Source: an optimization exercise on an open RTL-to-GDS flow (aim: small area). Production flows keep margins and buffers that such runs may drop.
In this exercise RTL edits were held to simulation tests only and were not proved equivalent to the original.

== run 1 ==
==> flow/design.v <==
module life16(input clk, input load, input [255:0] data, output reg [255:0] q);
wire [255:0] t0, t1, nxt;
genvar r, c;
generate
  for (r = 0; r < 16; r = r + 1) begin : row
    for (c = 0; c < 16; c = c + 1) begin : col
      lf_fa tri3 (.a(q[r*16 + (c+15)%16]), .b(q[r*16 + c]), .c(q[r*16 + (c+1)%16]), .s(t0[r*16+c]), .co(t1[r*16+c]));
    end
  end
  for (r = 0; r < 16; r = r + 2) begin : pr
    for (c = 0; c < 16; c = c + 1) begin : col
      wire a0 = t0[r*16+c], a1 = t1[r*16+c], b0 = t0[(r+1)*16+c], b1 = t1[(r+1)*16+c];
      wire p0, k0, x1, d1, nd1, n1, nz0, o0, nk0, nr0, nr1, nr2, nr3;
      lf_nor2 g0 (.a(a0), .b(b0), .y(nz0));
      lf_inv g1 (.a(nz0), .y(o0));
      lf_nand2 g2 (.a(a0), .b(b0), .y(nk0));
      lf_inv g3 (.a(nk0), .y(k0));
      lf_nor2 g4 (.a(nz0), .b(k0), .y(p0));
      lf_nor2 g10 (.a(a1), .b(b1), .y(n1));
      lf_nand2 g11 (.a(a1), .b(b1), .y(nd1));
      lf_inv g12 (.a(nd1), .y(d1));
      lf_nor2 g13 (.a(n1), .b(d1), .y(x1));
      lf_nand2 g5 (.a(n1), .b(nk0), .y(nr0));
      lf_o22ai g6 (.a1(n1), .a2(nz0), .b1(x1), .b2(o0), .y(nr1));
      lf_o22ai g7 (.a1(n1), .a2(nk0), .b1(x1), .b2(k0), .y(nr2));
      lf_o22ai g8 (.a1(x1), .a2(nz0), .b1(d1), .b2(o0), .y(nr3));
      lf_cell up (.clk(clk), .load(load), .d(data[r*16+c]), .s(q[r*16+c]), .p0(p0),
                  .t0(t0[((r+15)%16)*16+c]), .t1(t1[((r+15)%16)*16+c]),
                  .nr0(nr0), .nr1(nr1), .nr2(nr2), .nr3(nr3), .nx(nxt[r*16+c]));
      lf_cell dn (.clk(clk), .load(load), .d(data[(r+1)*16+c]), .s(q[(r+1)*16+c]), .p0(p0),
                  .t0(t0[((r+2)%16)*16+c]), .t1(t1[((r+2)%16)*16+c]),
                  .nr0(nr0), .nr1(nr1), .nr2(nr2), .nr3(nr3), .nx(nxt[(r+1)*16+c]));
    end
  end
endgenerate
always @(posedge clk) q <= nxt;
endmodule
module lf_cell(input clk, input load, input d, input s, input p0, input t0, input t1,
               input nr0, input nr1, input nr2, input nr3, output nx);
wire nf1, z, nsz, nld;
lf_mux4 m (.a0(nr3), .a1(nr2), .a2(nr1), .a3(nr0), .s0(t0), .s1(t1), .y(nf1));
lf_xor2 x (.a(p0), .b(t0), .y(z));
lf_nor2 n (.a(s), .b(z), .y(nsz));
lf_nand2 l (.a(load), .b(d), .y(nld));
lf_o31ai o (.a1(load), .a2(nsz), .a3(nf1), .b1(nld), .y(nx));
endmodule
module lf_fa(input a, input b, input c, output s, output co); assign {co, s} = a + b + c; endmodule
module lf_ha(input a, input b, output s, output co); assign {co, s} = a + b; endmodule
module lf_inv(input a, output y); assign y = ~a; endmodule
module lf_nor2(input a, input b, output y); assign y = ~(a | b); endmodule
module lf_nand2(input a, input b, output y); assign y = ~(a & b); endmodule
module lf_xor2(input a, input b, output y); assign y = a ^ b; endmodule
module lf_a22oi(input a1, input a2, input b1, input b2, output y); assign y = ~((a1 & a2) | (b1 & b2)); endmodule
module lf_o22ai(input a1, input a2, input b1, input b2, output y); assign y = ~((a1 | a2) & (b1 | b2)); endmodule
module lf_o31ai(input a1, input a2, input a3, input b1, output y); assign y = ~((a1 | a2 | a3) & b1); endmodule
module lf_o21bai(input a1, input a2, input b1n, output y); assign y = ~((a1 | a2) & ~b1n); endmodule
module lf_a2bb2o(input a1n, input a2n, input b1, input b2, output x); assign x = (~a1n & ~a2n) | (b1 & b2); endmodule
module lf_mux4(input a0, input a1, input a2, input a3, input s0, input s1, output y);
assign y = s1 ? (s0 ? a3 : a2) : (s0 ? a1 : a0);
endmodule
clock: 5.0 ns
lec_check: 0
cap_margin: 20
core_margin: 2
core_utilization: 40
slew_margin: 20
synth_hierarchical: 1
standard.sh (not shown) runs the stock make flow with config.mk's settings and CLKGATE_MAP_FILE= SYNTH_SCRIPT=/design/flow/synth_recipe.tcl, a recipe that flattens the netlist after the stock synthesis.
==> flow/flow/run.sh <==
#!/bin/bash
# Own layout flow, built on the standard ORFS flow (standard.sh):
#  1. the standard synthesis, unchanged;
#  2. every combinational cell of the synthesized netlist swapped for the smallest drive
#     strength of the same cell (downsize.sed; registers are left alone), since the clock
#     period leaves ample slack; the resizer fixes any slew or capacitance limit later;
#  3. the standard layout with minimum-size port buffers (every port still gets one) and a
#     clock tree of small buffers without dummy loads.
set -euo pipefail
R=orfs/results/sky130hd/life16/base
bash standard.sh synth > synth.log 2>&1
sed -i -f flow/downsize.sed $R/1_2_yosys.v
rm -f $R/1_synth.odb $R/1_synth.sdc
bash standard.sh synth > synth_odb.log 2>&1
bash standard.sh \
  "BUFFER_PORTS_ARGS=-buffer_cell sky130_fd_sc_hd__buf_1" \
  "CTS_ARGS=-sink_clustering_enable -repair_clock_nets -dont_use_dummy_load -buf_list {sky130_fd_sc_hd__clkbuf_8} -sink_clustering_size 16 -sink_clustering_max_diameter 80" \
  finish > layout.log 2>&1
Other scripts of this flow, unchanged in this note and not shown: flow/flow/downsize.sed
The following lists how run 2 was set up differently from run 1:
--- a/flow/flow/run.sh
+++ b/flow/flow/run.sh
@@ -16,3 +16,3 @@
   "BUFFER_PORTS_ARGS=-buffer_cell sky130_fd_sc_hd__buf_1" \
-  "CTS_ARGS=-sink_clustering_enable -repair_clock_nets -dont_use_dummy_load -buf_list {sky130_fd_sc_hd__clkbuf_8} -sink_clustering_size 16 -sink_clustering_max_diameter 80" \
+  "CTS_ARGS=-sink_clustering_enable -repair_clock_nets -dont_use_dummy_load -buf_list {sky130_fd_sc_hd__clkbuf_4} -sink_clustering_size 8 -sink_clustering_max_diameter 50" \
   finish > layout.log 2>&1
## What came out
Taking run 1 as the reference, in run 2 final critical path time including I/O delays and setup moved up; met3 layer wire length in the routed design moved up; clock network area share level; routed wire length moved up.
On design area, run 1 and run 2 are neck and neck.
--- input diff run 2..run 3 ---
# run 2
export LEC_CHECK = 0
export CAP_MARGIN = 20
export CORE_MARGIN = 2
export CORE_UTILIZATION = 40
export SLEW_MARGIN = 20
export SYNTH_HIERARCHICAL = 1
create_clock -name core_clock -period 5.0 [get_ports {clk}]
# run 3
export LEC_CHECK = 0
export CAP_MARGIN = 20
export CORE_MARGIN = 2
export CORE_UTILIZATION = 60
export SLEW_MARGIN = 20
export SYNTH_HIERARCHICAL = 1
create_clock -name core_clock -period 5.0 [get_ports {clk}]
==> run summary <==
- Run 3 finished every stage and its layout cleared the timing, design-rule and antenna checks.
- Of run 3 and run 2, it is run 3 that has the lower area overhead of the layout relative to synthesis.
- Fmax delta (run 2 -> run 3): insignificant
- Final cell area: run 3 below run 2
- The count of buffers not belonging to the clock network in the layout was comparable across run 2 and run 3.
Here is what was changed in the inputs of run 4 compared with run 3.
# run 3
export LEC_CHECK = 0
export CAP_MARGIN = 20
export CORE_MARGIN = 2
export CORE_UTILIZATION = 60
export SLEW_MARGIN = 20
export SYNTH_HIERARCHICAL = 1
create_clock -name core_clock -period 5.0 [get_ports {clk}]
# run 4
export LEC_CHECK = 0
export CAP_MARGIN = 20
export CORE_MARGIN = 2
export CORE_UTILIZATION = 50
export SLEW_MARGIN = 20
export SYNTH_HIERARCHICAL = 1
create_clock -name core_clock -period 5.0 [get_ports {clk}]
--- a/flow/flow/run.sh
+++ b/flow/flow/run.sh
@@ -16,3 +16,3 @@
   "BUFFER_PORTS_ARGS=-buffer_cell sky130_fd_sc_hd__buf_1" \
-  "CTS_ARGS=-sink_clustering_enable -repair_clock_nets -dont_use_dummy_load -buf_list {sky130_fd_sc_hd__clkbuf_4} -sink_clustering_size 8 -sink_clustering_max_diameter 50" \
+  "CTS_ARGS=-sink_clustering_enable -repair_clock_nets -dont_use_dummy_load -buf_list {sky130_fd_sc_hd__clkbuf_8} -sink_clustering_size 16 -sink_clustering_max_diameter 80" \
   finish > layout.log 2>&1
--- outcome ---
- Run 3 → run 4: post-detailed-route via-to-cell ratio decreased about 6%, worst stage delay on the critical path decreased 0.05 ns.
- Summary: minimum period implied by the final worst setup slack, run 4 better than run 3
- In the metrics for run 4 and run 3, the one carrying the higher wire length is run 4.
- Taking run 3 as the reference, in run 4 clock network latency to the later pin of the worst-skew pair lost 0.23 ns, cell area picked up an extra 0.96%.

-- static timing again, ports no longer ideal --
The flow's constraints put no driver on any port. The routed layouts listed below were extracted and timed again, unchanged, in two steps.
Step 1 sets driving cells, clkbuf_16 on the clock port and buf_2 on the other inputs (assumed; they add their load-dependent delay and slew).
Step 2, shift: input delay + t, output delay - t, t = (earliest + latest rising clock arrival at the registers) / 2. This alone moves slack from input paths to output paths.
a / b / c = ideal / step 1 / step 2; a / b = the first two.
run | t (ns) | setup slack, ns | worst hold slack (ns) | clock arrival spread, ns | slew at the worst register clock pin (ns)
run 1 | 0.732 | 2.438 / 2.373 / 2.317 | 0.488 / 0.449 / 0.648 | 0.064 / 0.064 | 0.11 / 0.11
run 2 | 0.915 | 2.260 / 2.198 / 2.322 | 0.297 / 0.264 / 0.646 | 0.076 / 0.076 | 0.10 / 0.10
run 3 | 0.889 | 2.262 / 2.203 / 2.316 | 0.317 / 0.285 / 0.629 | 0.070 / 0.070 | 0.12 / 0.12
run 4 | 0.658 | 2.513 / 2.448 / 2.426 | 0.554 / 0.525 / 0.625 | 0.060 / 0.060 | 0.11 / 0.11
After both steps setup and hold are still met in every run listed. For run 1, which loses most, drivers alone change the setup slack by -0.065 ns; drivers and shift together by -0.121 ns.
